This design comes from an exercise in tuning for small area on the open sky130 flow, not from production work. RTL that was checked went through simulation tests only; none was proved equivalent to the original. For runs 1, 4 and 5, only the layout was checked, not whether the RTL still works. No activity file was given, so power comes from the tool's default toggle rates.

**design/flow/constraint.sdc**
```tcl
create_clock -name core_clock -period 100.0 [get_ports {CLK100MHZ}]
set_input_delay 20.0000 -clock core_clock [delete_from_list [all_inputs] [get_ports {CLK100MHZ}]]
set_output_delay 20.0000 -clock core_clock [all_outputs]
set_load 0.01 [all_outputs]
```
**design/flow/run.sh**
```bash
#!/bin/bash
# synth_recipe.tcl (not shown) runs the flow's synth.tcl, then flattens the netlist and writes it again
# the make line also repeats each setting of config.mk as NAME=value (left out here)
make -C /OpenROAD-flow-scripts/flow DESIGN_CONFIG=/design/flow/config.mk WORK_HOME=/design/flow/orfs CLKGATE_MAP_FILE= SYNTH_SCRIPT=/design/flow/synth_recipe.tcl finish
```
**design/flow/design.v**
```verilog
module seg_decoder (
    input      [3:0] digit,
    output reg [6:0] seg
    );
    always @(*) begin
        case (digit)
            4'd0: seg = 7'b1000000;
            4'd1: seg = 7'b1111001;
            4'd2: seg = 7'b0100100;
            4'd3: seg = 7'b0110000;
            4'd4: seg = 7'b0011001;
            4'd5: seg = 7'b0010010;
            4'd6: seg = 7'b0000010;
            4'd7: seg = 7'b1111000;
            4'd8: seg = 7'b0000000;
            4'd9: seg = 7'b0010000;
            4'ha: seg = 7'b0001000;
            4'hb: seg = 7'b1000111;
            4'hc: seg = 7'b1111001;
            4'hd: seg = 7'b0001110;
            4'he: seg = 7'b0111111;
            default: seg = 7'b1111111;
        endcase
    end
endmodule
module seven_seg_display (
    input  [2:0]  sel,
    input         blank,
    input  [15:0] cur,
    input  [15:0] best,
    output [7:0]  an,
    output [6:0]  seg,
    output        dp
    );
    wire [15:0] w = sel[2] ? best : cur;
    reg  [3:0]  d;
    always @(*) begin
        case (sel[1:0])
            2'd0: d = w[3:0];
            2'd1: d = w[7:4];
            2'd2: d = w[11:8];
            default: d = w[15:12];
        endcase
    end
    wire [3:0] digit = (blank & ~sel[2]) ? 4'd0 : d;
    seg_decoder dec (.digit(digit), .seg(seg));
    assign an = ~(8'd1 << sel);
    assign dp = ~(sel[1] & sel[0]) | (digit[3] & digit[2]);
endmodule
module clock_divider (
    input            clk,
    input            rst,
    output reg [9:0] scan,
    output           tick
    );
    reg [4:0] c25;
    wire wrap = c25[4] & c25[3];           
    always @(posedge clk) begin
        scan <= rst ? 10'd0 : scan + 10'd1;
        c25  <= rst ? 5'd31 : (wrap ? 5'd0 : c25 + 5'd1);
    end
    assign tick = wrap & ~c25[0] & ~scan[1] & ~scan[0];
endmodule
module debouncer (
    input      clk,
    input      rst,    
    input      I,      
    output reg O       
    );
    localparam [9:0] HIT = 10'd127;
    reg       Iv;      
    reg [9:0] q;       
    wire clr = rst | (I ^ Iv);
    always @(posedge clk) begin
        Iv <= I & ~rst;
        q  <= clr ? 10'd0 : {~q[8:0], q[2] ^ q[9]};
        if (rst)
            O <= 1'b0;
        else if (!clr && q == HIT)
            O <= Iv;
    end
endmodule
module lfsr_random (
    input         clk,
    input         load,    
    output [11:0] lfsr
    );
    localparam [11:0] SEED = 12'hACE;
    localparam [11:0] POL  = 12'hAAA;
    reg  [11:0] s;
    assign lfsr = s ^ POL;
    wire fb = lfsr[11] ^ lfsr[3] ^ lfsr[2] ^ lfsr[0];
    always @(posedge clk)
        s <= load ? (SEED ^ POL) : ({lfsr[10:0], fb} ^ POL);
endmodule
module reaction_timer (
    input             clk,
    input             clear,
    input             fail,
    input             load,
    input      [15:0] load_val,
    input             inc,
    input             bcd,
    output reg [15:0] t
    );
    wire c0 = 1'b1;
    wire w0 = bcd & t[3]  & t[0];
    wire w1 = bcd & t[7]  & t[4];
    wire w2 = bcd & t[11] & t[8];
    wire c1 = w0 | (&t[3:0]);
    wire c2 = c1 & (w1 | (&t[7:4]));
    wire c3 = c2 & (w2 | (&t[11:8]));
    wire [15:0] nx;
    assign nx[3:0]   = w0 ? 4'd0 : t[3:0] + 4'd1;
    assign nx[7:4]   = c1 ? (w1 ? 4'd0 : t[7:4] + 4'd1) : t[7:4];
    assign nx[11:8]  = c2 ? (w2 ? 4'd0 : t[11:8] + 4'd1) : t[11:8];
    assign nx[15:12] = c3 ? t[15:12] + 4'd1 : t[15:12];
    always @(posedge clk) begin
        if (clear)     t <= 16'h0000;
        else if (fail) t <= 16'hDACB;
        else if (load) t <= load_val;
        else if (inc)  t <= nx;
    end
endmodule
module max_record_tracker (
    input             clk,
    input             clear,
    input             update,
    input      [15:0] cur,
    output reg [15:0] best
    );
    always @(posedge clk) begin
        if (clear)                      best <= 16'hEEEE;
        else if (update && cur < best)  best <= cur;
    end
endmodule
module reaction_game_top(
    input        CLK100MHZ,
    input        RST,
    input        BTNC,
    input        BTNL,
    input        BTNR,
    output [6:0] SEG,
    output [7:0] AN,
    output       DP,
    output       LED15
    );
    wire btnc, btnl, btnr;
    debouncer db_start(.clk(CLK100MHZ), .rst(RST), .I(BTNC), .O(btnc));
    debouncer db_react(.clk(CLK100MHZ), .rst(RST), .I(BTNL), .O(btnl));
    debouncer db_reset(.clk(CLK100MHZ), .rst(RST), .I(BTNR), .O(btnr));
    wire [9:0] scan;
    wire tick;
    clock_divider tbase(.clk(CLK100MHZ), .rst(RST), .scan(scan), .tick(tick));
    wire [11:0] lfsr;
    lfsr_random rnd(.clk(CLK100MHZ), .load(RST | btnr), .lfsr(lfsr));
    localparam [2:0] S_SHOW  = 3'b000,
                     S_SHOW1 = 3'b001,
                     S_WAIT  = 3'b011,
                     S_DELAY = 3'b010,
                     S_REACT = 3'b100;
    reg [2:0] state;
    wire [15:0] t;
    wire [15:0] best;
    wire big = (lfsr >= 12'd3001);
    wire end_big    = ~t[12] & t[10] & t[9] & t[5] & t[4] & t[3] & t[1];
    wire end_nonbig = t[13] & t[8] & t[7] & t[6] & t[5] & t[4] & t[1] & t[0];
    wire delay_end  = end_big | end_nonbig;
    wire timeout = t[15] & t[13];                     
    wire go   = ~RST & ~btnr;
    wire in_show = (state == S_SHOW) | (state == S_SHOW1);
    reg [2:0] nstate;
    always @(*) begin
        nstate = state;
        case (state)
            S_SHOW, S_SHOW1: nstate = btnc ? S_WAIT : S_SHOW;
            S_WAIT:  nstate = btnl ? S_SHOW : S_DELAY;
            S_DELAY: if (btnl) nstate = S_SHOW;
                     else if (tick & delay_end) nstate = S_REACT;
            S_REACT: if (btnl) nstate = S_SHOW1;
                     else if (timeout) nstate = S_SHOW;
            default: nstate = S_SHOW;
        endcase
    end
    always @(posedge CLK100MHZ)
        state <= go ? nstate : S_SHOW;
    wire t_clear = ~go | (in_show & btnc) | ((state == S_DELAY) & tick & delay_end & ~btnl);
    wire t_fail  = ((state == S_WAIT) | (state == S_DELAY)) & btnl
                 | (state == S_REACT) & ~btnl & timeout;
    wire t_load  = (state == S_WAIT);
    wire t_inc   = tick & ((state == S_DELAY) | (state == S_REACT));
    reaction_timer tm(.clk(CLK100MHZ), .clear(t_clear), .fail(t_fail),
        .load(t_load), .load_val({3'b000, ~big, ~lfsr}),
        .inc(t_inc), .bcd(state == S_REACT), .t(t));
    max_record_tracker mr(.clk(CLK100MHZ), .clear(~go), .update(state == S_SHOW1),
        .cur(t), .best(best));
    seven_seg_display disp(.sel(scan[9:7]), .blank(state == S_DELAY),
        .cur(t), .best(best), .an(AN), .seg(SEG), .dp(DP));
    assign LED15 = (state == S_REACT);
endmodule
```
**design/flow/config.mk**
```make
export PLATFORM = sky130hd
export DESIGN_NAME = reaction_game_top
export DESIGN_NICKNAME = reaction_game_top
export VERILOG_FILES = /design/flow/design.v
export SDC_FILE = /design/flow/constraint.sdc
export NUM_CORES = 4
export LEC_CHECK = 0
export CAP_MARGIN = 20
export CORE_MARGIN = 2
export CORE_UTILIZATION = 40
export SLEW_MARGIN = 20
```
==> summary.txt, run 1 <==
Critical path
Along the worst path, the maximum fanout reaches 18. Data on the critical path arrives at its endpoint at between 3 and 4 ns. For this design, the slowest cell found on the critical path is mux2i_1. The critical path is of the register to output port type. The sort of element at the end of the critical path is an output port.

Traced cell by cell, the critical path runs through mux4_2 > mux2i_1 > nor2b_1 > a32o_1 > clkdlybuf4s50_1. The data required time at the worst endpoint is 80.00 ns. Among cell families on the critical path, the largest total delay comes from multiplexers. The critical path launch point type is a register.

The buffering stage count on the worst path with inverters included is 1. The biggest cell delay along the critical path is around 0.79 ns.

Final layout
Of the cells placed in the final design, the portion with a size suffix greater than 1 is 0.0724. The end-of-flow core utilization is 0.458. The finished cells cover roughly 5500 um^2. The antenna diode count is 0. After the last flow step, the layout net total stands at a little over 600.

The area growth from synthesis to layout is 11.0%.

Placed design
The last weighted congestion value of the routability-driven placer is slightly below 0.9. In this run the cell area measured after placement is roughly 5200 um^2. After legalization and detailed placement, the total HPWL measured between 8000 and 9000 um. Buffers placed on the I/O ports in this run total 21.

Power
The cell leakage power is 2.13 nW. The worst-case IR drop observed on VDD is 15.0 uV. The ratio of total power to cell area is approximately 14 nW/um^2.

STA
The clock arrives with between 0.01 and 0.015 ns of skew. The number of slew-limit violations in the final report came to 0. The number of failing hold endpoints at the final stage is 0.

The setup violation total in the final timing report is 0. The post-route setup TNS is 0 ns. The worst-margin pin slew is 1.08 ns. The timing-limited maximum frequency is around 42 MHz. The headroom to the max-slew limit is 0.276.

Dividing the final minimum period by the clock period gives 0.235. Setup repair after global routing left no endpoint under its margin. The clock period could shrink to 23.55 ns.

Routing
The detail route stage leaves a number of antenna-violating nets equal to 0. For this run, design rule violations remaining after detail routing come to 0. The first-pass detailed-route iteration total is 5.

After detailed routing, the number of vias per cell comes to ~5.5. Dividing the detail-routed wire length by the instance count gives approximately 16 um. The total wire length after detailed routing is 11600 um. For this block, the via count after detailed routing is slightly above 4000. The number of DRC markers after the initial detailed-route iteration is about 300.

Floorplan
Measured along the y axis, the die boundary spans 115 um. The effective utilization at floorplan is 0.412. The count of pins on the block boundary is 22. The area of the die is between 10000 and 15000 um^2. The row count is 40. The die width is between 100 and 150 um. After floorplanning, the core was sized to cover ~12000 um^2.

Yosys
For this run, the leading register cell type out of synthesis is dfxtp_1. The flip-flop and latch count after synthesis is a little under 100. The average instance in the mapped netlist occupies between 8 and 9 um^2. For this run, asynchronously set or reset flops after synthesis account for 0. The count of yosys warnings during synthesis is 8. The net count after synthesis is approximately 610. The area share of the largest cell type after synthesis is 0.395. The post-synthesis instance area is a little under 5000 um^2.

Yosys attributes the largest share of cell area to dfxtp_1, ha_1, nor2_1. The number of enable flip-flop cells after synthesis is 0. The gate count after technology mapping is about 570. Of all cell types, the one taking the most synthesized area is dfxtp_1. For this run, the register share of the synthesized area comes to 0.395. The distinct cell type count after synthesis is 75.

Clock tree
The worst-skew pair later-pin latency is around 0.34 ns. After clock tree synthesis, the flow added hold-fix buffers numbering 0. The clock tree from TritonCTS is built. The deepest level of the CTS H-tree is 3. The number of clock buffers added by TritonCTS is 9. The worst-case clock buffer depth is 2. The post-cts repair resize count is 0. The clock slew at the register clock pins of the worst setup and hold paths is 0.07 ns. Post-CTS timing repair inserted 0 buffers for setup.

In this run the clock root is driven by a clkbuf_16. The total clock sinks is 98.

Hold path
The class of the tightest hold or removal check is register to register.

GRT
The initial antenna violation count was 0. Global routing finished with a remaining overflow of 0. The global routing usage summed across all routing layers is 0.185. The wire length of the first global-routing pass is between 15000 and 20000 um. The via count of the first global-routing pass was 3944.

The largest net degree at the start of global routing is 27.

Run
Across the run, the number of max-cap violations was 0.

Outcome
The flow ran to the end and the layout has no timing, DRC or antenna violations.
cells in the mapped netlist (3+ instances only):
| master | number |
|---|---|
| nor2_1 | 72 |
| a31oi_1 | 10 |
| o21a_1 | 4 |
| nand3b_1 | 3 |
| buf_6 | 5 |
| nor3_1 | 16 |
| nor2b_1 | 14 |
| a21oi_1 | 31 |
| buf_2 | 5 |
| or2_2 | 4 |
| or3_1 | 11 |
| o21ai_0 | 33 |
| a22o_1 | 3 |
| xor2_1 | 4 |
| ha_1 | 27 |
| buf_1 | 4 |
| xnor2_1 | 15 |
| mux2i_1 | 14 |
| nand2b_1 | 8 |
| nand3_1 | 46 |
| dfxtp_1 | 98 |
| a22oi_1 | 3 |
| clkbuf_1 | 15 |
| a211oi_1 | 7 |
| inv_1 | 24 |
| nand2_1 | 28 |
| nand4_1 | 10 |
area by class of cell:
| cell class | instances | area [um^2] |
|---|---|---|
| inverters | 26 | 103 |
| flip-flops and latches | 98 | 1960 |
| multi-input cells | 417 | 2730 |
| repair buffers | 23 | 225 |
| clock inverters | 7 | 67.6 |
| well taps | 168 | 210 |
| clock buffers | 9 | 225 |
| fillers | 1190 | 6540 |
where the power goes:
| part | leakage [nW] | total, mW | switching (mW) | internal [mW] |
|---|---|---|---|---|
| Combinational | 1.18 | 0.00377 | 0.00204 | 0.00173 |
| Clock | 0.140 | 0.0335 | 0.0160 | 0.0175 |
| Sequential | 0.803 | 0.0424 | 0.00145 | 0.0410 |
| Total | 2.13 | 0.0797 | 0.0195 | 0.0602 |
final timing paths:
check	slack [ns]	from	endpoint	cells after the start
setup / recovery	76.45	tbase.scan[9]$_SDFF_PP0_	SEG[1]	5
hold reg to reg	0.40	rnd.s[5]$_SDFF_PN1_	rnd.s[6]$_SDFF_PN1_	1
hold / removal	0.40	rnd.s[5]$_SDFF_PN1_	rnd.s[6]$_SDFF_PN1_	1
setup reg to reg	97.34	tm.t[13]$_SDFFE_PP0P_	mr.best[0]$_SDFFE_PN0P_	6
per-stage QoR:
step                      hold slack [ns]  total power, mW  setup slack (ns)  std cells
final                               0.404           0.0797             76.45        748
after global routing                0.419           0.0832             76.11        748
after CTS                           0.404           0.0805             76.47        748
after detailed placement            0.389           0.0472             76.84        732
after global placement              0.382           0.0470             76.94        732
after floorplan                     0.371           0.0460             77.61        574
layout by cell type, fill, tap and decap left out, drive strengths merged, types with 8 or more instances in the layout:
cell type / count
a211oi: 8
a21oi: 31
a31oi: 11
clkbuf: 9
clkdlybuf4s50: 21
dfxtp: 98
ha: 27
inv: 29
mux2i: 14
nand2: 28
nand2b: 9
nand3: 46
nand4: 11
nor2: 72
nor2b: 14
nor3: 16
o21ai: 33
or3: 12
xnor2: 15
registers in the layout, indices dropped and copies added, names as in the netlist:
register / flops
db_react.q: 10
db_start.q: 10
tm.t: 16
tbase.c25: 5
db_start.O: 1
db_react.Iv: 1
db_reset.O: 1
db_start.Iv: 1
db_reset.Iv: 1
rnd.s: 12
db_react.O: 1
tbase.scan: 10
db_reset.q: 10
mr.best: 16
state: 3
cells by family after synthesis:
| kind of cell | Yosys count | share of synthesized area |
|---|---|---|
| AO/OA/AOI/OAI | 125 | 0.168 |
| XOR/XNOR | 19 | 0.0335 |
| adder cells (fa/ha/maj) | 27 | 0.0680 |
| buffers and inverters | 59 | 0.0581 |
| flip-flops | 98 | 0.395 |
| multiplexers | 18 | 0.0418 |
| AND/OR/NAND/NOR | 228 | 0.236 |
routing by layer:
metal / up-vias / global-route usage / share of wire
li1: 2060 / - / -
met5: - / 0 / 0
met3: 9 / 0.0356 / 0.040
met1: 2002 / 0.265 / 0.50
met2: 72 / 0.289 / 0.45
met4: 0 / 0.0426 / 0.0080
==> run 2, diff against run 1 <==
--- a/design/flow/design.v
+++ b/design/flow/design.v
@@ -33,15 +33,17 @@
     output        dp
     );
-    wire [15:0] w = sel[2] ? best : cur;
-    reg  [3:0]  d;
-    always @(*) begin
-        case (sel[1:0])
-            2'd0: d = w[3:0];
-            2'd1: d = w[7:4];
-            2'd2: d = w[11:8];
-            default: d = w[15:12];
+    function [3:0] pick;
+        input [15:0] v;
+        input [1:0] s;
+        case (s)
+            2'd0: pick = v[3:0];
+            2'd1: pick = v[7:4];
+            2'd2: pick = v[11:8];
+            default: pick = v[15:12];
         endcase
-    end
-    wire [3:0] digit = (blank & ~sel[2]) ? 4'd0 : d;
+    endfunction
+    wire [3:0] dc = pick(cur, sel[1:0]) & {4{~blank}};
+    wire [3:0] db = pick(best, sel[1:0]);
+    wire [3:0] digit = sel[2] ? db : dc;
     seg_decoder dec (.digit(digit), .seg(seg));
     assign an = ~(8'd1 << sel);
@@ -54,9 +56,17 @@
     output           tick
     );
-    reg [4:0] c25;
+    reg  [4:0] c25;
+    wire [10:0] cy;                        
+    assign cy[0] = 1'b1;
+    genvar i;
+    generate for (i = 0; i < 10; i = i + 1) begin : g_scan
+        assign cy[i+1] = cy[i] & scan[i];
+    end endgenerate
     wire wrap = c25[4] & c25[3];           
+    wire [4:0] c25_inc = {c25[4] ^ (&c25[3:0]), c25[3] ^ (&c25[2:0]),
+                          c25[2] ^ (&c25[1:0]), c25[1] ^ c25[0], ~c25[0]};
     always @(posedge clk) begin
-        scan <= rst ? 10'd0 : scan + 10'd1;
-        c25  <= rst ? 5'd31 : (wrap ? 5'd0 : c25 + 5'd1);
+        scan <= rst ? 10'd0 : (scan ^ cy[9:0]);
+        c25  <= rst ? 5'd31 : (wrap ? 5'd0 : c25_inc);
     end
     assign tick = wrap & ~c25[0] & ~scan[1] & ~scan[0];
@@ -69,14 +79,12 @@
     );
     localparam [9:0] HIT = 10'd127;
-    reg       Iv;      
-    reg [9:0] q;       
-    wire clr = rst | (I ^ Iv);
+    reg       Iv;
+    reg [9:0] q;
+    wire same = ~(I ^ Iv);
+    wire clr  = rst | ~same;
     always @(posedge clk) begin
         Iv <= I & ~rst;
         q  <= clr ? 10'd0 : {~q[8:0], q[2] ^ q[9]};
-        if (rst)
-            O <= 1'b0;
-        else if (!clr && q == HIT)
-            O <= Iv;
+        O  <= ~rst & ((same & (q == HIT)) ? Iv : O);
     end
 endmodule
@@ -98,5 +106,5 @@
     input             clear,
     input             fail,
-    input             load,
+    input             load,        
     input      [15:0] load_val,
     input             inc,
@@ -104,22 +112,25 @@
     output reg [15:0] t
     );
-    wire c0 = 1'b1;
-    wire w0 = bcd & t[3]  & t[0];
-    wire w1 = bcd & t[7]  & t[4];
-    wire w2 = bcd & t[11] & t[8];
-    wire c1 = w0 | (&t[3:0]);
-    wire c2 = c1 & (w1 | (&t[7:4]));
-    wire c3 = c2 & (w2 | (&t[11:8]));
-    wire [15:0] nx;
-    assign nx[3:0]   = w0 ? 4'd0 : t[3:0] + 4'd1;
-    assign nx[7:4]   = c1 ? (w1 ? 4'd0 : t[7:4] + 4'd1) : t[7:4];
-    assign nx[11:8]  = c2 ? (w2 ? 4'd0 : t[11:8] + 4'd1) : t[11:8];
-    assign nx[15:12] = c3 ? t[15:12] + 4'd1 : t[15:12];
-    always @(posedge clk) begin
-        if (clear)     t <= 16'h0000;
-        else if (fail) t <= 16'hDACB;
-        else if (load) t <= load_val;
-        else if (inc)  t <= nx;
-    end
+    function [4:0] dig;            
+        input [3:0] d;
+        input c, dec;
+        reg w, c1, c2, c3;
+        begin
+            c1 = c & d[0];
+            c2 = c1 & d[1];
+            c3 = c2 & d[2];
+            w  = c & dec & d[3] & d[0];             
+            dig = {c & d[3] & d[0] & (dec | (d[1] & d[2])),
+                   (d[3] ^ c3) & ~w, d[2] ^ c2, (d[1] ^ c1) & ~w, d[0] ^ c};
+        end
+    endfunction
+    wire [4:0] n0 = dig(t[3:0],   inc,   bcd);
+    wire [4:0] n1 = dig(t[7:4],   n0[4], bcd);
+    wire [4:0] n2 = dig(t[11:8],  n1[4], bcd);
+    wire [4:0] n3 = dig(t[15:12], n2[4], 1'b0);
+    wire [15:0] nx = {n3[3:0], n2[3:0], n1[3:0], n0[3:0]};
+    localparam [15:0] FAILV = 16'hDACB;
+    always @(posedge clk)
+        t <= clear ? 16'h0000 : fail ? FAILV : (nx | (load_val & {16{load}}));
 endmodule
 module max_record_tracker (
@@ -130,8 +141,13 @@
     output reg [15:0] best
     );
-    always @(posedge clk) begin
-        if (clear)                      best <= 16'hEEEE;
-        else if (update && cur < best)  best <= cur;
-    end
+    wire [16:0] br;
+    assign br[0] = 1'b0;
+    genvar i;
+    generate for (i = 0; i < 16; i = i + 1) begin : g_cmp
+        assign br[i+1] = (~cur[i] & best[i]) | (~cur[i] & br[i]) | (best[i] & br[i]);
+    end endgenerate
+    wire take = update & br[16];
+    always @(posedge clk)
+        best <= clear ? 16'hEEEE : (take ? cur : best);
 endmodule
 module reaction_game_top(
@@ -192,5 +208,5 @@
     reaction_timer tm(.clk(CLK100MHZ), .clear(t_clear), .fail(t_fail),
         .load(t_load), .load_val({3'b000, ~big, ~lfsr}),
-        .inc(t_inc), .bcd(state == S_REACT), .t(t));
+        .inc(t_inc), .bcd(state[2]), .t(t));
     max_record_tracker mr(.clk(CLK100MHZ), .clear(~go), .update(state == S_SHOW1),
         .cur(t), .best(best));
--- a/design/flow/config.mk
+++ b/design/flow/config.mk
@@ -9,3 +9,4 @@
 export CORE_MARGIN = 2
 export CORE_UTILIZATION = 40
+export CTS_BUF_LIST = sky130_fd_sc_hd__clkbuf_4 sky130_fd_sc_hd__clkbuf_8
 export SLEW_MARGIN = 20
==> summary.txt, run 2 <==
Final layout
Commonest cells after routing, fill and taps aside: dfxtp_1, nor2_1, nand3_1, ha_1, o21ai_0 (was dfxtp_1, nor2_1, nand3_1, o21ai_0, a21oi_1). The net count reported at finish is 536 (was 607). The number of inserted filler cells in the final layout was 1098 (was 1190). Registers with the most flip-flops: mr.best x16, tm.t x16, rnd.s x12 (unchanged).

The area growth from synthesis to layout came to 10.8% (was 11.0%). The area occupied by registers is 1960 um^2 (unchanged). The most common library cell in the layout ignoring fill and taps is dfxtp_1 (unchanged). The end-of-flow core utilization came to 0.458 (about the same). The antenna diode count is 0 (unchanged).

The share of layout cells above drive strength 1 is 0.0630 (was 0.0724). The total area of multi-input combinational cells was 2340 um^2 (was 2730 um^2).

Yosys
Top cells by count, synth: dfxtp_1, nor2_1, nand3_1 (unchanged). The largest area contributor in the netlist is dfxtp_1 (unchanged). The distinct cell type count after synthesis is 51 (was 75). The share of synthesized area occupied by flip-flops and latches is 0.436 (was 0.395). The number of enable flip-flop cells after synthesis came to 0 (unchanged). Dominant cells by area after synthesis: dfxtp_1, ha_1, nor2_1 (unchanged). The post-synthesis instance area is 4500 um^2 (was 4970 um^2). The mean instance size in the synthesized netlist is 9.09 um^2 (was 8.66 um^2). The gate count after technology mapping is 495 (was 574). The count of yosys warnings during synthesis is 8 (unchanged). The top flip-flop cell by instance count after synthesis is dfxtp_1 (unchanged). The flip-flop and latch count after synthesis came to 98 (unchanged). The net count after synthesis is 528 (was 606). The most frequently used cell type in the post-synthesis netlist is dfxtp_1 (unchanged). The area share of the largest cell type after synthesis came to 0.436 (was 0.395). The fraction of registers with async set/reset is 0 (unchanged).

Routing
The per-cell routed wire length is 15.2 um (was 15.5 um). The post-detailed-route DRC marker count came to 0 (unchanged). The total wire length after detailed routing is 9840 um (was 11600 um). The average via count per standard cell is 5.43 (was 5.54).

The count of nets left with antenna violations after detail routing was 0 (unchanged). The first-pass detailed-route iteration total is 4 (was 5). The number of DRC markers after the initial detailed-route iteration is 184 (was 296). The detailed-route via count is 3517 (was 4143).

Critical path
The minimum setup slack among reg-to-reg paths is 97.26 ns (was 97.34 ns). The worst reg2reg path startpoint is tbase.c25[4]$_SDFF_PP1_ (was tm.t[13]$_SDFFE_PP0P_). The worst-case reg-to-reg path depth was 12 (was 6). The gate family responsible for the most delay along the worst path is multiplexers (unchanged).

The cell depth of the worst setup path is 8 (was 5). The buffering stage count on the worst path with inverters included is 2 (was 1). The terminus of the critical flop-to-flop path is tm.t[15]$_SDFF_PP0_ (was mr.best[0]$_SDFFE_PN0P_). The data required time at the worst endpoint was 80.00 ns (about the same).

The slowest cell on the critical path was dfxtp_1 (was mux2i_1). Crit path cell chain: mux4_1 > a22oi_1 > inv_1 > ha_1 > mux2_2 > nor2_1 > a21oi_1 > clkdlybuf4s50_1 (was mux4_2 > mux2i_1 > nor2b_1 > a32o_1 > clkdlybuf4s50_1). The highest net fanout along the worst path is 18 (unchanged). The critical path data arrival time is 3.50 ns (was 3.55 ns). The sort of element at the end of the critical path is an output port (unchanged). The critical path launch point type is a register (unchanged).

The biggest cell delay along the critical path came to 0.77 ns (was 0.79 ns). The category of the most critical setup path was register to output port (unchanged).

Hold path
The number of instances on the worst hold path is 1 (unchanged). The worst hold endpoint is db_reset.q[9]$_SDFF_PP0_ (was rnd.s[6]$_SDFF_PN1_). The launch instance of the worst min-delay path is db_reset.q[8]$_SDFF_PP0_ (was rnd.s[5]$_SDFF_PN1_). The class of the tightest hold or removal check is register to register (unchanged).

Power
The switching share of power came to 0.246 (was 0.245). The cell-internal power is 55.4 uW (was 60.2 uW). The total power of the final layout is 73.5 uW (was 79.7 uW). The part of the total power dissipated in the clock network came to 0.376 (was 0.420). The sequential power share is 0.577 (was 0.532).

The reported net switching power was 18.0 uW (was 19.5 uW). The part of the power in combinational logic is 0.047 (about the same). The ratio of total power to cell area came to 14.7 nW/um^2 (was 14.4 nW/um^2). The worst vdd rail ir drop is 8.22 uV (was 15.0 uV). The cell leakage power was 2.01 nW (was 2.13 nW).

Clock tree
The deepest level of the CTS H-tree was 3 (unchanged). The worst-case clock buffer depth is 2 (unchanged). The number of buffers inserted during clock tree synthesis is 9 (unchanged).

The root buffer selected by CTS is clkbuf_8 (was clkbuf_16). The total clock sinks is 98 (unchanged). The post-cts repair resize count is 0 (unchanged).

The clock slew at the register clock pins of the worst setup and hold paths was 0.10 ns (was 0.07 ns). The clock tree from TritonCTS is built (unchanged). The total of hold buffers inserted after clock tree synthesis is 0 (unchanged). The setup fix buffers added after clock tree synthesis is 0 (unchanged).

The worst-skew pair later-pin latency came to 0.37 ns (was 0.34 ns).

Placed design
The last weighted congestion value of the routability-driven placer is 0.865 (was 0.883). The half-perimeter wire length of the detailed placement result was 6890 um (was 8350 um). The count of input and output buffers is 21 (unchanged). The worst setup slack before clock tree synthesis is 76.89 ns (was 76.84 ns).

Floorplan
The count of pins on the block boundary is 22 (unchanged). The die extent in y is 110 um (was 115 um). The die width is 110 um (was 115 um). The effective utilization at floorplan was 0.413 (was 0.412). The row count is 38 (was 40).

The area of the die is 12100 um^2 (was 13300 um^2). The core outline area is 10900 um^2 (was 12100 um^2).

Run
The number of max-cap violations is 0 (unchanged).

GRT
The final global-route overflow total is 0 (unchanged). The met3 track demand over resource was 0.0364 (was 0.0356). The wire length of the first global-routing pass came to 16200 um (was 19600 um). The initial antenna violation count is 0 (unchanged). The via count of the first global-routing pass is 3395 (was 3944). The global routing usage summed across all routing layers was 0.173 (was 0.185). The largest net degree at the start of global routing is 27 (unchanged). The global routing met1 resource utilization is 0.214 (was 0.265). The met2 track utilization from global routing came to 0.295 (was 0.289). The busiest layer in global routing is met2 (unchanged).

STA
The clock skew after layout is 0.0151 ns (was 0.0116 ns). Unrepaired setup endpoints after global routing: no (unchanged). The setup violation total in the final timing report is 0 (unchanged). The worst-margin pin slew is 0.898 ns (was 1.08 ns). The number of slew-limit violations in the final report is 0 (unchanged).

The post-route setup TNS is 0 ns (unchanged). The least setup slack across all paths after layout was 76.50 ns (was 76.45 ns). The final worst hold slack is 0.400 ns (was 0.404 ns). The headroom to the max-slew limit was 0.400 (was 0.276). The minimum clock period is 23.50 ns (was 23.55 ns).

The number of failing hold endpoints at the final stage is 0 (unchanged). The final worst-path cycle share was 0.235 (about the same). The timing-limited maximum frequency came to 42.6 MHz (was 42.5 MHz).

Outcome
Status: no timing/DRC/antenna violations (unchanged).
run 2: cell types whose count changed after synthesis, moves of 5 or more:
cell      delta
nand3_1     -15
mux2i_1     -12
nor2_1      +10
or3_1       -10
nor3_1       -9
a21oi_1      -8
o21ai_0      -8
nor2b_1      +7
a31oi_1      -6
a211oi_1     -5
mux4_1       +5
nand2_1      -5
run 2: kinds of logic (layout without fill, tap and decap cells):
family                   after synthesis  count (layout)  share of synthesized area
AND/OR/NAND/NOR                      207             207                      0.227
flip-flops                            98              98                      0.436
AO/OA/AOI/OAI                         92              92                      0.134
buffers and inverters                 44              57                     0.0445
adder cells (fa/ha/maj)               28              28                     0.0778
XOR/XNOR                              14              14                     0.0272
multiplexers                          12              12                     0.0537
run 2: layout make-up:
cell class,count,area share
inverters,20,0.0151
clock buffers,10,0.0276
clock inverters,6,0.0168
repair buffers,21,0.0422
well taps,140,0.0351
multi-input cells,353,0.470
flip-flops and latches,98,0.394
run 2: worst max-delay path by stage:
stage / slack, ns / end / start
finish: 76.50 / SEG[0] / tbase.scan[7]$_SDFF_PP0_
global route: 76.25 / SEG[0] / tbase.scan[7]$_SDFF_PP0_
CTS: 76.48 / SEG[0] / tbase.scan[7]$_SDFF_PP0_
detailed placement: 76.89 / SEG[0] / tbase.scan[7]$_SDFF_PP0_
global placement: 76.98 / SEG[0] / tbase.scan[7]$_SDFF_PP0_
floorplan: 77.80 / SEG[3] / tbase.scan[7]$_SDFF_PP0_
run 2: power by group through the flow:
| stage | combinational, mW | clock (mW) | sequential, mW |
|---|---|---|---|
| floorplan | 0.00277 | 0 | 0.0430 |
| global placement | 0.00333 | 0 | 0.0433 |
| detailed placement | 0.00349 | 0 | 0.0433 |
| CTS | 0.00352 | 0.0286 | 0.0424 |
| global route | 0.00401 | 0.0299 | 0.0427 |
| finish | 0.00343 | 0.0276 | 0.0424 |
run 2: metal layers:
metal	up-vias	routed length, um
met5	-	0
met4	0	108
met3	12	477
met2	71	4650
met1	1675	4600
li1	1759	-
run 2: metrics by stage:
stage,instances,cell area [um^2]
after floorplan,495,4500
after global placement,632,4760
after detailed placement,632,4760
after CTS,648,4980
after global routing,648,4980
final,648,4980
run 2: worst reg2reg max path, stage by stage (launching register included):
cell	delay, ns
dfxtp_1	0.41
nand2_1	0.12
nor4_2	0.35
and3_1	0.26
nand3_1	0.11
nor3_1	0.34
nor3b_1	0.24
ha_1	0.19
ha_1	0.17
ha_1	0.16
xor2_1	0.16
nor2_1	0.06
nor2_1	0.09
==> run 3, diff against run 2 <==
--- a/design/flow/config.mk
+++ b/design/flow/config.mk
@@ -9,4 +9,3 @@
 export CORE_MARGIN = 2
 export CORE_UTILIZATION = 40
-export CTS_BUF_LIST = sky130_fd_sc_hd__clkbuf_4 sky130_fd_sc_hd__clkbuf_8
 export SLEW_MARGIN = 20
==> summary.txt, run 3 <==
Outcome
Status: no timing/DRC/antenna violations (unchanged).

Clock tree
The clock tree from TritonCTS is built (unchanged). The clock slew at the register clock pins of the worst setup and hold paths is 0.10 ns (about the same). The setup fix buffers added after clock tree synthesis is 0 (unchanged).

The post-cts repair resize count was 0 (unchanged). The worst-skew pair later-pin latency is 0.37 ns (about the same). The total of hold buffers inserted after clock tree synthesis came to 0 (unchanged).

The number of buffers inserted during clock tree synthesis is 9 (unchanged). The total clock sinks was 98 (unchanged). The root buffer selected by CTS was clkbuf_8 (unchanged). The deepest level of the CTS H-tree was 3 (unchanged). The worst-case clock buffer depth is 2 (unchanged).

Routing
The average via count per standard cell is 5.43 (unchanged). The total wire length after detailed routing was 9840 um (unchanged). The post-detailed-route DRC marker count is 0 (unchanged). The count of nets left with antenna violations after detail routing was 0 (unchanged). The number of DRC markers after the initial detailed-route iteration is 184 (unchanged).

The first-pass detailed-route iteration total came to 4 (unchanged). The per-cell routed wire length is 15.2 um (unchanged). The detailed-route via count came to 3517 (unchanged).

GRT
The final global-route overflow total is 0 (unchanged). The via count of the first global-routing pass was 3395 (unchanged). The wire length of the first global-routing pass is 16200 um (unchanged). The initial antenna violation count came to 0 (unchanged). The largest net degree at the start of global routing is 27 (unchanged). The global routing usage summed across all routing layers is 0.173 (unchanged).

Placed design
The half-perimeter wire length of the detailed placement result is 6890 um (unchanged). The last weighted congestion value of the routability-driven placer is 0.865 (unchanged). The count of input and output buffers is 21 (unchanged).

Power
The worst vdd rail ir drop was 8.22 uV (unchanged). The ratio of total power to cell area is 14.7 nW/um^2 (unchanged). The cell leakage power is 2.01 nW (unchanged).

Yosys
The number of enable flip-flop cells after synthesis came to 0 (unchanged). Top cells by count, synth: dfxtp_1, nor2_1, nand3_1 (unchanged). Dominant cells by area after synthesis: dfxtp_1, ha_1, nor2_1 (unchanged).

The area share of the largest cell type after synthesis is 0.436 (unchanged). The gate count after technology mapping is 495 (unchanged). The distinct cell type count after synthesis is 51 (unchanged). The post-synthesis instance area is 4500 um^2 (unchanged). The share of synthesized area occupied by flip-flops and latches is 0.436 (unchanged). The fraction of registers with async set/reset is 0 (unchanged).

The count of yosys warnings during synthesis came to 8 (unchanged). The most frequently used cell type in the post-synthesis netlist is dfxtp_1 (unchanged). The mean instance size in the synthesized netlist was 9.09 um^2 (unchanged).

The flip-flop and latch count after synthesis is 98 (unchanged). The top flip-flop cell by instance count after synthesis is dfxtp_1 (unchanged). The net count after synthesis is 528 (unchanged). The largest area contributor in the netlist is dfxtp_1 (unchanged).

Critical path
The highest net fanout along the worst path is 18 (unchanged). The biggest cell delay along the critical path is 0.77 ns (about the same). The critical path launch point type is a register (unchanged). The data required time at the worst endpoint is 80.00 ns (about the same). The slowest cell on the critical path is dfxtp_1 (unchanged). The critical path data arrival time is 3.50 ns (about the same). Crit path cell chain: mux4_1 > a22oi_1 > inv_1 > ha_1 > mux2_2 > nor2_1 > a21oi_1 > clkdlybuf4s50_1 (unchanged). The category of the most critical setup path was register to output port (unchanged). The sort of element at the end of the critical path is an output port (unchanged).

STA
The final worst-path cycle share is 0.235 (unchanged). The worst-margin pin slew is 0.898 ns (unchanged). The minimum clock period was 23.50 ns (unchanged). The headroom to the max-slew limit is 0.400 (unchanged).

The timing-limited maximum frequency is 42.6 MHz (unchanged). The setup violation total in the final timing report came to 0 (unchanged). The clock skew after layout is 0.0151 ns (unchanged).

The number of failing hold endpoints at the final stage was 0 (unchanged). The number of slew-limit violations in the final report was 0 (unchanged). The post-route setup TNS was 0 ns (unchanged). Unrepaired setup endpoints after global routing: no (unchanged).

Final layout
The most common library cell in the layout ignoring fill and taps is dfxtp_1 (unchanged). The share of layout cells above drive strength 1 is 0.0630 (unchanged). Commonest cells after routing, fill and taps aside: dfxtp_1, nor2_1, nand3_1, ha_1, o21ai_0 (unchanged). The end-of-flow core utilization is 0.458 (unchanged).

Registers with the most flip-flops: mr.best x16, tm.t x16, rnd.s x12 (unchanged). The net count reported at finish is 536 (unchanged). The area growth from synthesis to layout is 10.8% (unchanged). The number of inserted filler cells in the final layout is 1098 (unchanged). The antenna diode count is 0 (unchanged).

Run
The number of max-cap violations was 0 (unchanged).

Floorplan
The core outline area is 10900 um^2 (unchanged). The row count is 38 (unchanged). The area of the die is 12100 um^2 (unchanged). The count of pins on the block boundary is 22 (unchanged). The die extent in y is 110 um (unchanged). The effective utilization at floorplan came to 0.413 (unchanged).

The die width came to 110 um (unchanged).

Hold path
The class of the tightest hold or removal check is register to register (unchanged).
==> run 3: report_power, final <==
group,switching [mW],internal (mW)
registers,0.00137,0.0410
logic,0.00185,0.00158
clock network,0.0148,0.0128
==> run 3: worst paths after layout <==
path | from | to | slack (ns) | cells after the start
worst max-delay path | tbase.scan[7]$_SDFF_PP0_ | SEG[0] | 76.50 | 8
worst min-delay path | db_reset.q[8]$_SDFF_PP0_ | db_reset.q[9]$_SDFF_PP0_ | 0.40 | 1
worst max register to register | tbase.c25[4]$_SDFF_PP1_ | tm.t[15]$_SDFF_PP0_ | 97.26 | 12
worst min register to register | db_reset.q[8]$_SDFF_PP0_ | db_reset.q[9]$_SDFF_PP0_ | 0.40 | 1
==> run 3: layer usage <==
layer	vias up	GRT usage	part of all wire
met2	71	0.295	0.47
li1	1759	-	-
met5	-	0	0
met3	12	0.0364	0.048
met1	1675	0.214	0.47
met4	0	0.0633	0.011
==> run 3: cells by family (layout without fill, tap and decap cells) <==
family | Yosys count | after routing | share of synthesized area
and+or+nand+nor | 207 | 207 | 0.227
DFF | 98 | 98 | 0.436
AOI/OAI and AO/OA | 92 | 92 | 0.134
buffers and inverters | 44 | 57 | 0.0445
adders and majority gates | 28 | 28 | 0.0778
xor gates and xnor gates | 14 | 14 | 0.0272
muxes | 12 | 12 | 0.0537
==> run 3: stage by stage <==
stage | instance area [um^2] | std cells | setup WS, ns | hold WS (ns) | total power, mW
final | 4980 | 648 | 76.50 | 0.400 | 0.0735
after global routing | 4980 | 648 | 76.25 | 0.419 | 0.0766
after CTS | 4980 | 648 | 76.48 | 0.408 | 0.0746
after detailed placement | 4760 | 632 | 76.89 | 0.384 | 0.0468
after global placement | 4760 | 632 | 76.98 | 0.384 | 0.0466
after floorplan | 4500 | 495 | 77.80 | 0.371 | 0.0458
==> run 3: area by class of cell <==
cell class | instances | area [um^2] | area share
Inverter | 20 | 75.1 | 0.0151
Sequential cell | 98 | 1960 | 0.394
Timing Repair Buffer | 21 | 210 | 0.0422
Multi-Input combinational cell | 353 | 2340 | 0.470
Tap cell | 140 | 175 | 0.0351
Clock inverter | 6 | 83.8 | 0.0168
Clock buffer | 10 | 138 | 0.0276
==> run 3: worst max-delay path: cells and delay by family (launching register included) <==
| kind | cells | cell delay (ns) |
|---|---|---|
| buf+inv | 2 | 0.65 |
| simple gates | 1 | 0.09 |
| mux | 2 | 0.91 |
| fa+ha+maj | 1 | 0.25 |
| compound gates | 2 | 0.46 |
| flops | 1 | 0.77 |
==> run 4, diff against run 3 <==
--- a/design/flow/design.v
+++ b/design/flow/design.v
@@ -1,26 +1,14 @@
 module seg_decoder (
-    input      [3:0] digit,
-    output reg [6:0] seg
-    );
-    always @(*) begin
-        case (digit)
-            4'd0: seg = 7'b1000000;
-            4'd1: seg = 7'b1111001;
-            4'd2: seg = 7'b0100100;
-            4'd3: seg = 7'b0110000;
-            4'd4: seg = 7'b0011001;
-            4'd5: seg = 7'b0010010;
-            4'd6: seg = 7'b0000010;
-            4'd7: seg = 7'b1111000;
-            4'd8: seg = 7'b0000000;
-            4'd9: seg = 7'b0010000;
-            4'ha: seg = 7'b0001000;
-            4'hb: seg = 7'b1000111;
-            4'hc: seg = 7'b1111001;
-            4'hd: seg = 7'b0001110;
-            4'he: seg = 7'b0111111;
-            default: seg = 7'b1111111;
-        endcase
-    end
+    input  [3:0] digit,
+    output [6:0] seg
+    );
+    wire [3:0] d = digit;
+    assign seg[0] = (d[2]&~d[1]&~d[0]) | (d[3]&d[1]&d[0]) | (~d[3]&~d[2]&~d[1]&d[0]);
+    assign seg[1] = ~((~d[2]) | (~d[3]&~d[1]&~d[0]) | (~d[3]&d[1]&d[0]));
+    assign seg[2] = (d[3]&d[2]) | (~d[3]&~d[2]&d[1]&~d[0]);
+    assign seg[3] = (d[2]&d[1]&d[0]) | (d[3]&d[1]) | (~d[3]&~d[2]&~d[1]&d[0]) | (~d[3]&d[2]&~d[1]&~d[0]);
+    assign seg[4] = d[0] | (~d[3]&d[2]&~d[1]);
+    assign seg[5] = (d[1]&d[0]) | (~d[3]&~d[2]&d[0]) | (~d[3]&~d[2]&d[1]);
+    assign seg[6] = (~d[3]&~d[2]&~d[1]) | (d[3]&d[2]&~d[1]) | (~d[3]&d[2]&d[1]&d[0]);
 endmodule
 module seven_seg_display (
@@ -78,13 +66,16 @@
     output reg O       
     );
-    localparam [9:0] HIT = 10'd127;
+    localparam [9:0] CLR   = 10'd97;
+    localparam [9:0] HMASK = 10'b1101111110;
+    localparam [9:0] HIT   = 10'b0101010100;
     reg       Iv;
     reg [9:0] q;
     wire same = ~(I ^ Iv);
     wire clr  = rst | ~same;
+    wire hit  = ((q & HMASK) == HIT);
     always @(posedge clk) begin
         Iv <= I & ~rst;
-        q  <= clr ? 10'd0 : {~q[8:0], q[2] ^ q[9]};
-        O  <= ~rst & ((same & (q == HIT)) ? Iv : O);
+        q  <= clr ? CLR : {~q[8:0], q[2] ^ q[9]};
+        O  <= ~rst & ((same & hit) ? Iv : O);
     end
 endmodule
@@ -130,5 +121,5 @@
     wire [4:0] n3 = dig(t[15:12], n2[4], 1'b0);
     wire [15:0] nx = {n3[3:0], n2[3:0], n1[3:0], n0[3:0]};
-    localparam [15:0] FAILV = 16'hDACB;
+    localparam [15:0] FAILV = 16'hEA1C;
     always @(posedge clk)
         t <= clear ? 16'h0000 : fail ? FAILV : (nx | (load_val & {16{load}}));
@@ -149,5 +140,5 @@
     wire take = update & br[16];
     always @(posedge clk)
-        best <= clear ? 16'hEEEE : (take ? cur : best);
+        best <= clear ? 16'hFFFF : (take ? cur : best);
 endmodule
 module reaction_game_top(
--- a/design/flow/config.mk
+++ b/design/flow/config.mk
@@ -9,3 +9,6 @@
 export CORE_MARGIN = 2
 export CORE_UTILIZATION = 40
+export CTS_BUF_LIST = sky130_fd_sc_hd__clkbuf_8
+export CTS_CLUSTER_DIAMETER = 100
+export CTS_CLUSTER_SIZE = 30
 export SLEW_MARGIN = 20
==> summary.txt, run 4 <==
Final layout
The total area of multi-input combinational cells came to 2220 um^2 (was 2340 um^2). The most common library cell in the layout ignoring fill and taps is dfxtp_1 (unchanged). The antenna diode count is 0 (unchanged). The end-of-flow core utilization is 0.453 (was 0.458). The share of layout cells above drive strength 1 is 0.112 (was 0.0630). The number of inserted filler cells in the final layout was 1101 (was 1098). The post-route non-filler standard cell count is 622 (was 648). Commonest cells after routing, fill and taps aside: dfxtp_1, nor2_1, nand2_1, nor2b_1, ha_1 (was dfxtp_1, nor2_1, nand3_1, ha_1, o21ai_0).

The area growth from synthesis to layout is 11.8% (was 10.8%). The net count reported at finish came to 504 (was 536). The post-layout instance area is 4870 um^2 (was 4980 um^2). Registers with the most flip-flops: mr.best x16, tm.t x16, rnd.s x12 (unchanged).

The area occupied by registers is 1960 um^2 (unchanged).

Yosys
The net count after synthesis came to 488 (was 528). The post-synthesis instance area was 4360 um^2 (was 4500 um^2). The most frequently used cell type in the post-synthesis netlist was dfxtp_1 (unchanged).

The number of enable flip-flop cells after synthesis is 0 (unchanged). The gate count after technology mapping is 461 (was 495). The mean instance size in the synthesized netlist was 9.45 um^2 (was 9.09 um^2). The flip-flop and latch count after synthesis is 98 (unchanged).

The count of yosys warnings during synthesis is 7 (was 8). The area share of the largest cell type after synthesis was 0.450 (was 0.436). The fraction of registers with async set/reset is 0 (unchanged).

The largest area contributor in the netlist is dfxtp_1 (unchanged). The share of synthesized area occupied by flip-flops and latches came to 0.450 (was 0.436). Dominant cells by area after synthesis: dfxtp_1, ha_1, nor2_1 (unchanged). Top cells by count, synth: dfxtp_1, nor2_1, nand2_1 (was dfxtp_1, nor2_1, nand3_1). The distinct cell type count after synthesis is 58 (was 51). The top flip-flop cell by instance count after synthesis is dfxtp_1 (unchanged).

Critical path
The sort of element at the end of the critical path is an output port (unchanged). Crit path cell chain: mux4_2 > a22o_1 > nor2_1 > nor2_1 > a21oi_1 > clkdlybuf4s50_1 (was mux4_1 > a22oi_1 > inv_1 > ha_1 > mux2_2 > nor2_1 > a21oi_1 > clkdlybuf4s50_1). The biggest cell delay along the critical path came to 0.83 ns (was 0.77 ns).

The cell repeated most along the worst path is nor2_1. The capturing element of the worst setup path is SEG[6] (was SEG[0]). The category of the most critical setup path is register to output port (unchanged). The minimum setup slack among reg-to-reg paths was 97.40 ns (was 97.26 ns). The worst reg2reg path startpoint is tbase.c25[4]$_SDFF_PP1_ (unchanged). The highest net fanout along the worst path is 18 (unchanged). The data required time at the worst endpoint is 80.00 ns (about the same). The worst-case reg-to-reg path depth is 11 (was 12).

The startpoint of the most critical setup path is tbase.scan[7]$_SDFF_PP0_ (unchanged). The critical path data arrival time is 3.10 ns (was 3.50 ns). The slowest cell on the critical path is dfxtp_1 (unchanged). The terminus of the critical flop-to-flop path is tm.t[15]$_SDFF_PP0_ (unchanged).

The critical path launch point type is a register (unchanged).

Floorplan
The die extent in y came to 108 um (was 110 um). The count of pins on the block boundary is 22 (unchanged). The row count is 38 (unchanged). The effective utilization at floorplan was 0.405 (was 0.413). The area of the die is 11700 um^2 (was 12100 um^2).

The core outline area is 10700 um^2 (was 10900 um^2). The die width is 108 um (was 110 um).

STA
The final worst-path cycle share came to 0.231 (was 0.235). The final worst hold slack is 0.387 ns (was 0.400 ns). The timing-limited maximum frequency is 43.3 MHz (was 42.6 MHz). The number of slew-limit violations in the final report is 0 (unchanged). The worst-margin pin slew is 0.851 ns (was 0.898 ns). The minimum clock period is 23.10 ns (was 23.50 ns). The headroom to the max-slew limit is 0.433 (was 0.400). The number of failing hold endpoints at the final stage is 0 (unchanged). The setup violation total in the final timing report is 0 (unchanged).

The least setup slack across all paths after layout came to 76.90 ns (was 76.50 ns). Unrepaired setup endpoints after global routing: no (unchanged). The clock skew after layout is 0.00914 ns (was 0.0151 ns). The post-route setup TNS came to 0 ns (unchanged).

Routing
The total wire length after detailed routing was 9130 um (was 9840 um). The number of DRC markers after the initial detailed-route iteration is 195 (was 184). The count of nets left with antenna violations after detail routing was 0 (unchanged). The detailed-route via count is 3322 (was 3517).

The post-detailed-route DRC marker count came to 0 (unchanged). The first-pass detailed-route iteration total is 4 (unchanged). The average via count per standard cell is 5.34 (was 5.43). The per-cell routed wire length is 14.7 um (was 15.2 um).

Clock tree
The number of buffers inserted during clock tree synthesis came to 9 (unchanged). The worst-skew pair later-pin latency came to 0.37 ns (about the same). The root buffer selected by CTS is clkbuf_8 (unchanged). The worst-case clock buffer depth is 2 (unchanged). The setup fix buffers added after clock tree synthesis is 0 (unchanged). The total clock sinks is 98 (unchanged).

The clock tree from TritonCTS was built (unchanged). The deepest level of the CTS H-tree is 3 (unchanged). The post-cts repair resize count was 0 (unchanged).

The clock slew at the register clock pins of the worst setup and hold paths is 0.10 ns (about the same). The total of hold buffers inserted after clock tree synthesis is 0 (unchanged).

Placed design
The number of placed instances, taps included came to 606 (was 632). The count of input and output buffers came to 21 (unchanged). The half-perimeter wire length of the detailed placement result is 6630 um (was 6890 um).

The worst setup slack before clock tree synthesis is 77.28 ns (was 76.89 ns). The total cell area at the placement stage is 4650 um^2 (was 4760 um^2). The last weighted congestion value of the routability-driven placer came to 0.938 (was 0.865).

Power
The part of the total power dissipated in the clock network is 0.375 (was 0.376). The total power of the final layout was 72.8 uW (was 73.5 uW). The cell leakage power is 1.82 nW (was 2.01 nW). The part of the power in combinational logic is 0.048 (was 0.047). The cell-internal power is 54.8 uW (was 55.4 uW). The switching share of power is 0.247 (was 0.246).

The reported net switching power was 18.0 uW (about the same). The ratio of total power to cell area was 14.9 nW/um^2 (was 14.7 nW/um^2). The worst vdd rail ir drop came to 6.98 uV (was 8.22 uV). The sequential power share was 0.578 (was 0.577).

GRT
The final global-route overflow total is 0 (unchanged). The largest net degree at the start of global routing is 30 (was 27). The initial antenna violation count is 0 (unchanged).

The via count of the first global-routing pass is 3182 (was 3395). The wire length of the first global-routing pass is 15300 um (was 16200 um). The global routing usage summed across all routing layers is 0.168 (was 0.173).

Outcome
Status: no timing/DRC/antenna violations (unchanged).

Hold path
The class of the tightest hold or removal check is register to register (unchanged).

Run
The number of max-cap violations is 0 (unchanged).
run 4: logic make-up after synthesis:
group | share of synthesized area
simple gates | 0.198
compound gates | 0.167
flops | 0.450
buf+inv | 0.0408
fa+ha+maj | 0.0655
xor+xnor | 0.0281
mux | 0.0508
run 4: cell type report:
class,instances,share of cell area
timing repair buffer,22,0.0447
multi-input combinational,325,0.455
sequential,98,0.403
inverter,21,0.0162
tap,140,0.0360
clock buffer,9,0.0254
clock inverter,7,0.0198
run 4: critical path: cells and delay by family, from the launching register on:
family                 cells  cell delay, ns
flip-flops                 1            0.83
multiplexers               1            0.59
buffers and inverters      1            0.54
AO/OA/AOI/OAI              2            0.47
AND/OR/NAND/NOR            2            0.30
run 4: worst min path at each step:
stage,end,startpoint,slack [ns],cells after the start
6_report,db_start.q[5]$_SDFF_PP1_,db_start.q[4]$_SDFF_PP0_,0.39,1
5_1_grt,db_start.q[5]$_SDFF_PP1_,db_start.q[4]$_SDFF_PP0_,0.40,1
4_1_cts,db_start.q[5]$_SDFF_PP1_,db_start.q[4]$_SDFF_PP0_,0.39,1
3_5_place_dp,db_start.q[5]$_SDFF_PP1_,db_start.q[4]$_SDFF_PP0_,0.37,1
3_3_place_gp,db_start.q[5]$_SDFF_PP1_,db_start.q[4]$_SDFF_PP0_,0.36,1
2_1_floorplan,db_react.q[5]$_SDFF_PP1_,db_react.q[4]$_SDFF_PP0_,0.35,1
run 4: per-layer routing:
| metal | vias up | GRT usage | wire [um] |
|---|---|---|---|
| met1 | 1584 | 0.211 | 4240 |
| met5 | - | 0 | 0 |
| met4 | 0 | 0.0549 | 134 |
| li1 | 1657 | - | - |
| met2 | 70 | 0.279 | 4310 |
| met3 | 11 | 0.0458 | 439 |
run 4: power by group through the flow:
| stage | clock network (mW) | registers [mW] | logic, mW |
|---|---|---|---|
| CTS | 0.0283 | 0.0421 | 0.00353 |
| global route | 0.0300 | 0.0423 | 0.00400 |
| finish | 0.0273 | 0.0421 | 0.00346 |
| global placement | 0 | 0.0430 | 0.00341 |
| floorplan | 0 | 0.0426 | 0.00274 |
| detailed placement | 0 | 0.0430 | 0.00352 |
==> run 5, diff against run 4 <==
--- a/design/flow/design.v
+++ b/design/flow/design.v
@@ -21,20 +21,16 @@
     output        dp
     );
-    function [3:0] pick;
-        input [15:0] v;
-        input [1:0] s;
-        case (s)
-            2'd0: pick = v[3:0];
-            2'd1: pick = v[7:4];
-            2'd2: pick = v[11:8];
-            default: pick = v[15:12];
-        endcase
-    endfunction
-    wire [3:0] dc = pick(cur, sel[1:0]) & {4{~blank}};
-    wire [3:0] db = pick(best, sel[1:0]);
-    wire [3:0] digit = sel[2] ? db : dc;
+    wire [7:0] on = 8'd1 << sel;                     
+    wire [31:0] v = {best, cur & {16{~blank}}};
+    reg  [3:0] digit;
+    integer j;
+    always @(*) begin
+        digit = 4'd0;
+        for (j = 0; j < 8; j = j + 1)
+            digit = digit | (v[4*j +: 4] & {4{on[j]}});
+    end
     seg_decoder dec (.digit(digit), .seg(seg));
-    assign an = ~(8'd1 << sel);
-    assign dp = ~(sel[1] & sel[0]) | (digit[3] & digit[2]);
+    assign an = ~on;
+    assign dp = ~(on[3] | on[7]) | (digit[3] & digit[2]);
 endmodule
 module clock_divider (
==> design/flow/flow/run.sh (new file) <==
#!/bin/bash
# Own layout flow: the standard synthesis, then an area-oriented re-mapping
# of the combinational logic (registers kept as the standard synthesis made
# them, same instances and names), then the standard layout steps.
set -euo pipefail
W=$PWD
F=$W/flow
R=$W/orfs/results/$FLOW_PLATFORM/reaction_game_top/base
LIB=$FLOW_HOME/platforms/$FLOW_PLATFORM/lib/sky130_fd_sc_hd__tt_025C_1v80.lib

# 1. standard synthesis
bash standard.sh synth > $W/log_1_synth.txt 2>&1

# 2. re-map the combinational logic for area
cp $R/1_2_yosys.v $W/std_1_2_yosys.v
sed -e "s#@LIB@#$LIB#g" -e "s#@IN@#$W/std_1_2_yosys.v#g" -e "s#@OUT@#$W/remap_1_2_yosys.v#g" \
    -e "s#@ABC@#$F/area.abc#g" $F/remap.ys > $W/remap.ys
yosys -s $W/remap.ys > $W/log_2_remap.txt 2>&1
cp $W/remap_1_2_yosys.v $R/1_2_yosys.v
rm -f $R/1_synth.odb $R/1_synth.sdc

# 3. standard layout from the re-mapped netlist
export BUFFER_PORTS_ARGS="-buffer_cell sky130_fd_sc_hd__buf_1"
bash standard.sh finish > $W/log_3_layout.txt 2>&1
==> design/flow/flow/area.abc (new file) <==
strash
dch
map -a
&get -n
&st
&dch
&nf -R 1000
&put
==> design/flow/flow/remap.ys (new file) <==
# Re-map the combinational logic of the standard synthesis netlist for area.
# Register cells are kept as they are (same instances, names and types).
read_liberty -ignore_miss_func @LIB@
read_verilog -sv @IN@
hierarchy -top reaction_game_top
setattr -mod -set keep_hierarchy 1 sky130_fd_sc_hd__df* sky130_fd_sc_hd__edf* sky130_fd_sc_hd__sdf* sky130_fd_sc_hd__sedf* sky130_fd_sc_hd__dl*
flatten
opt_clean -purge
techmap
opt -fast
abc -liberty @LIB@ -dont_use sky130_fd_sc_hd__probe_p_8 -dont_use sky130_fd_sc_hd__probec_p_8 -dont_use sky130_fd_sc_hd__lpflow_bleeder_1 -dont_use sky130_fd_sc_hd__lpflow_clkbufkapwr_1 -dont_use sky130_fd_sc_hd__lpflow_clkbufkapwr_16 -dont_use sky130_fd_sc_hd__lpflow_clkbufkapwr_2 -dont_use sky130_fd_sc_hd__lpflow_clkbufkapwr_4 -dont_use sky130_fd_sc_hd__lpflow_clkbufkapwr_8 -dont_use sky130_fd_sc_hd__lpflow_clkinvkapwr_1 -dont_use sky130_fd_sc_hd__lpflow_clkinvkapwr_16 -dont_use sky130_fd_sc_hd__lpflow_clkinvkapwr_2 -dont_use sky130_fd_sc_hd__lpflow_clkinvkapwr_4 -dont_use sky130_fd_sc_hd__lpflow_clkinvkapwr_8 -dont_use sky130_fd_sc_hd__lpflow_decapkapwr_12 -dont_use sky130_fd_sc_hd__lpflow_decapkapwr_3 -dont_use sky130_fd_sc_hd__lpflow_decapkapwr_4 -dont_use sky130_fd_sc_hd__lpflow_decapkapwr_6 -dont_use sky130_fd_sc_hd__lpflow_decapkapwr_8 -dont_use sky130_fd_sc_hd__lpflow_inputiso0n_1 -dont_use sky130_fd_sc_hd__lpflow_inputiso0p_1 -dont_use sky130_fd_sc_hd__lpflow_inputiso1n_1 -dont_use sky130_fd_sc_hd__lpflow_inputiso1p_1 -dont_use sky130_fd_sc_hd__lpflow_inputisolatch_1 -dont_use sky130_fd_sc_hd__lpflow_isobufsrc_1 -dont_use sky130_fd_sc_hd__lpflow_isobufsrc_16 -dont_use sky130_fd_sc_hd__lpflow_isobufsrc_2 -dont_use sky130_fd_sc_hd__lpflow_isobufsrc_4 -dont_use sky130_fd_sc_hd__lpflow_isobufsrc_8 -dont_use sky130_fd_sc_hd__lpflow_isobufsrckapwr_16 -dont_use sky130_fd_sc_hd__lpflow_lsbuf_lh_hl_isowell_tap_1 -dont_use sky130_fd_sc_hd__lpflow_lsbuf_lh_hl_isowell_tap_2 -dont_use sky130_fd_sc_hd__lpflow_lsbuf_lh_hl_isowell_tap_4 -dont_use sky130_fd_sc_hd__lpflow_lsbuf_lh_isowell_4 -dont_use sky130_fd_sc_hd__lpflow_lsbuf_lh_isowell_tap_1 -dont_use sky130_fd_sc_hd__lpflow_lsbuf_lh_isowell_tap_2 -dont_use sky130_fd_sc_hd__lpflow_lsbuf_lh_isowell_tap_4 -script @ABC@
opt_clean -purge
splitnets
opt_clean -purge
hilomap -singleton -hicell sky130_fd_sc_hd__conb_1 HI -locell sky130_fd_sc_hd__conb_1 LO
insbuf -buf sky130_fd_sc_hd__buf_1 A X
check
tee -o @OUT@.stat stat -liberty @LIB@
select reaction_game_top
write_verilog -noattr -nohex -nodec -selected @OUT@
==> design/flow/standard.sh (new file) <==
#!/bin/bash
# synth_recipe.tcl (not shown) runs the flow's synth.tcl, then flattens the netlist and writes it again
# the make line also repeats each setting of config.mk as NAME=value (left out here)
make -C /OpenROAD-flow-scripts/flow DESIGN_CONFIG=/design/flow/config.mk WORK_HOME=/design/flow/orfs CLKGATE_MAP_FILE= SYNTH_SCRIPT=/design/flow/synth_recipe.tcl "${@:-finish}"
--- a/design/flow/config.mk
+++ b/design/flow/config.mk
@@ -10,5 +10,3 @@
 export CORE_UTILIZATION = 40
 export CTS_BUF_LIST = sky130_fd_sc_hd__clkbuf_8
-export CTS_CLUSTER_DIAMETER = 100
-export CTS_CLUSTER_SIZE = 30
 export SLEW_MARGIN = 20
removed: design/flow/run.sh
==> summary.txt, run 5 <==
Routing
The per-cell routed wire length is 13.9 um (was 14.7 um). The total wire length after detailed routing is 9070 um (was 9130 um). The post-detailed-route DRC marker count is 0 (unchanged).

The average via count per standard cell came to 5.30 (was 5.34). The count of nets left with antenna violations after detail routing was 0 (unchanged). The detailed-route via count is 3458 (was 3322). The first-pass detailed-route iteration total is 5 (was 4). The number of DRC markers after the initial detailed-route iteration is 174 (was 195).

GRT
The largest net degree at the start of global routing is 30 (unchanged). The wire length of the first global-routing pass was 15100 um (was 15300 um). The via count of the first global-routing pass came to 3165 (was 3182). The busiest layer in global routing is met2 (unchanged). The initial antenna violation count is 0 (unchanged). The met3 track demand over resource is 0.0327 (was 0.0458). The met2 track utilization from global routing is 0.277 (was 0.279). The global routing met1 resource utilization is 0.224 (was 0.211). The final global-route overflow total is 0 (unchanged). The global routing usage summed across all routing layers is 0.173 (was 0.168).

Critical path
The critical path data arrival time was 2.66 ns (was 3.10 ns). The highest net fanout along the worst path is 13 (was 18). The critical path launch point type is a register (unchanged).

The category of the most critical setup path is register to output port (unchanged). Crit path cell chain: nor3b_1 > a22oi_1 > a21oi_1 > a2111oi_0 > buf_4 > nor2_1 > nor3_1 > a21oi_1 > buf_1 (was mux4_2 > a22o_1 > nor2_1 > nor2_1 > a21oi_1 > clkdlybuf4s50_1). The worst-case reg-to-reg path depth was 11 (unchanged). The terminus of the critical flop-to-flop path is tm.t[15]$_SDFF_PP0_ (unchanged). The worst reg2reg path startpoint is tbase.c25[3]$_SDFF_PP1_ (was tbase.c25[4]$_SDFF_PP1_).

The capturing element of the worst setup path is SEG[1] (was SEG[6]). The sort of element at the end of the critical path is an output port (unchanged). The slowest cell on the critical path was dfxtp_1 (unchanged). The minimum setup slack among reg-to-reg paths is 96.80 ns (was 97.40 ns). The data required time at the worst endpoint is 80.00 ns (about the same).

The startpoint of the most critical setup path is tbase.scan[7]$_SDFF_PP0_ (unchanged). The biggest cell delay along the critical path was 0.55 ns (was 0.83 ns). The cell repeated most along the worst path is a21oi_1 (was nor2_1).

Final layout
The antenna diode count is 0 (unchanged). The post-route non-filler standard cell count was 652 (was 622). Commonest cells after routing, fill and taps aside: dfxtp_1, nor2_1, nand2_1, a21oi_1, clkinv_1 (was dfxtp_1, nor2_1, nand2_1, nor2b_1, ha_1). The share of layout cells above drive strength 1 came to 0.0405 (was 0.112). The area growth from synthesis to layout came to 12.4% (was 11.8%).

The most common library cell in the layout ignoring fill and taps is dfxtp_1 (unchanged). The net count reported at finish is 519 (was 504). Registers with the most flip-flops: mr.best x16, tm.t x16, rnd.s x12 (unchanged).

Hold path
The launch instance of the worst min-delay path is db_start.q[0]$_SDFF_PP1_ (was db_start.q[4]$_SDFF_PP0_). The class of the tightest hold or removal check is register to register (unchanged).

Floorplan
The count of pins on the block boundary is 22 (unchanged). The effective utilization at floorplan came to 0.409 (was 0.405). The row count was 36 (was 38). The die extent in y is 104 um (was 108 um). The die width was 104 um (was 108 um). The core outline area is 9730 um^2 (was 10700 um^2). The area of the die is 10800 um^2 (was 11700 um^2).

Yosys
The post-synthesis instance area is 3980 um^2 (was 4360 um^2). The count of yosys warnings during synthesis is 7 (unchanged). The gate count after technology mapping came to 478 (was 461). The net count after synthesis is 483 (was 488).

The mean instance size in the synthesized netlist is 8.33 um^2 (was 9.45 um^2).

Clock tree
The total clock sinks was 98 (unchanged). The total of hold buffers inserted after clock tree synthesis is 0 (unchanged). The deepest level of the CTS H-tree is 3 (unchanged). The worst-case clock buffer depth is 2 (unchanged).

The worst-skew pair later-pin latency was 0.37 ns (about the same). The clock tree from TritonCTS was built (unchanged). The number of buffers inserted during clock tree synthesis is 9 (unchanged).

The post-cts repair resize count is 0 (unchanged). The root buffer selected by CTS is clkbuf_8 (unchanged). The setup fix buffers added after clock tree synthesis was 0 (unchanged).

The clock slew at the register clock pins of the worst setup and hold paths is 0.10 ns (about the same).

Placed design
The count of input and output buffers was 21 (unchanged). The number of placed instances, taps included was 636 (was 606). The half-perimeter wire length of the detailed placement result is 6560 um (was 6630 um). The worst setup slack before clock tree synthesis was 77.74 ns (was 77.28 ns). The last weighted congestion value of the routability-driven placer was 0.843 (was 0.938).

STA
The number of slew-limit violations in the final report is 0 (unchanged). The setup violation total in the final timing report is 0 (unchanged). The post-route setup TNS was 0 ns (unchanged). Unrepaired setup endpoints after global routing: no (unchanged). The final worst-path cycle share is 0.227 (was 0.231). The headroom to the max-slew limit is 0.482 (was 0.433). The timing-limited maximum frequency is 44.1 MHz (was 43.3 MHz). The minimum clock period came to 22.66 ns (was 23.10 ns). The clock skew after layout was 0.0149 ns (was 0.00914 ns). The least setup slack across all paths after layout is 77.34 ns (was 76.90 ns).

The worst-margin pin slew is 0.778 ns (was 0.851 ns). The number of failing hold endpoints at the final stage is 0 (unchanged).

Power
The ratio of total power to cell area is 16.0 nW/um^2 (was 14.9 nW/um^2). The worst vdd rail ir drop is 7.33 uV (was 6.98 uV). The cell leakage power came to 1.64 nW (was 1.82 nW).

Run
The number of max-cap violations came to 0 (unchanged).

Outcome
Status: no timing/DRC/antenna violations (unchanged).
-- run 5: area by class of cell --
cell class	instances	area, um^2
Clock inverter	6	72.6
Timing Repair Buffer	25	109
Multi-Input combinational cell	349	1910
Sequential cell	98	1960
Tap cell	133	166
Fill cell	1008	5260
Inverter	31	116
Clock buffer	10	138
-- run 5: per-layer routing --
layer	vias to the layer above	routed length (um)
met5	-	0
met4	0	125
met3	11	447
met2	65	4160
met1	1601	4340
li1	1781	-
-- run 5: critical path: cells and delay by family, from the launching register on --
kind	cells	cell delay (ns)
AO/OA/AOI/OAI	4	0.61
buffers and inverters	2	0.37
flip-flops	1	0.55
AND/OR/NAND/NOR	3	0.77
-- run 5: stage by stage --
stage	hold WS (ns)	total power, mW	cell area (um^2)	utilization
detailed placement	0.363	0.0456	4260	0.438
finish	0.377	0.0714	4470	0.460
global placement	0.361	0.0455	4260	0.438
global route	0.390	0.0741	4470	0.460
CTS	0.380	0.0723	4470	0.460
floorplan	0.353	0.0445	3980	-
-- run 5: worst min path at each step --
| stage | depth (start not counted) | slack [ns] | to |
|---|---|---|---|
| 6_report | 1 | 0.38 | db_start.q[1]$_SDFF_PP0_ |
| 5_1_grt | 1 | 0.39 | db_reset.q[6]$_SDFF_PP1_ |
| 3_5_place_dp | 1 | 0.36 | db_reset.q[6]$_SDFF_PP1_ |
| 4_1_cts | 1 | 0.38 | db_start.q[1]$_SDFF_PP0_ |
| 2_1_floorplan | 1 | 0.35 | db_start.q[6]$_SDFF_PP1_ |
| 3_3_place_gp | 1 | 0.36 | db_reset.q[5]$_SDFF_PP1_ |
-- run 5: power by group --
part	total [mW]	switching (mW)	internal, mW	leakage, nW
logic	0.00294	0.00175	0.00119	0.742
clock network	0.0267	0.0142	0.0125	0.0971
registers	0.0418	0.00118	0.0406	0.803
total	0.0714	0.0171	0.0543	1.64

port drivers added, routing unchanged:
No port has a modelled driver above. Below, the same layouts with a new extraction and two added sets of constraints.
Step 1 (the two cells are an assumption about what drives the block):
set clk [get_ports {CLK100MHZ}]
set_driving_cell -lib_cell sky130_fd_sc_hd__clkbuf_16 $clk
set_driving_cell -lib_cell sky130_fd_sc_hd__buf_2 [delete_from_list [all_inputs] $clk]
Step 2 moves the port delays by t, midway between the first and last clock arrival at a register: inputs arrive t later, outputs are due t later. That takes back most of the time a late clock gives input paths.
Slacks: no drivers / after step 1 / after step 2; pairs: no drivers / after step 1.
run | shift t [ns] | setup slack, ns | worst setup path at the end | clock arrival spread, ns | worst data-port slew with drivers (ns)
run 1 | 0.377 | 76.454 / 76.416 / 76.793 | register to output | 0.012 / 0.012 | 0.03
run 2 | 0.395 | 76.504 / 76.472 / 76.867 | register to output | 0.016 / 0.016 | 0.03
run 3 | 0.395 | 76.504 / 76.472 / 76.867 | register to output | 0.016 / 0.016 | 0.03
run 4 | 0.394 | 76.897 / 76.864 / 77.258 | register to output | 0.010 / 0.010 | 0.03
run 5 | 0.396 | 77.344 / 77.313 / 77.708 | register to output | 0.016 / 0.015 | 0.03
After both steps every run listed still meets setup and hold.
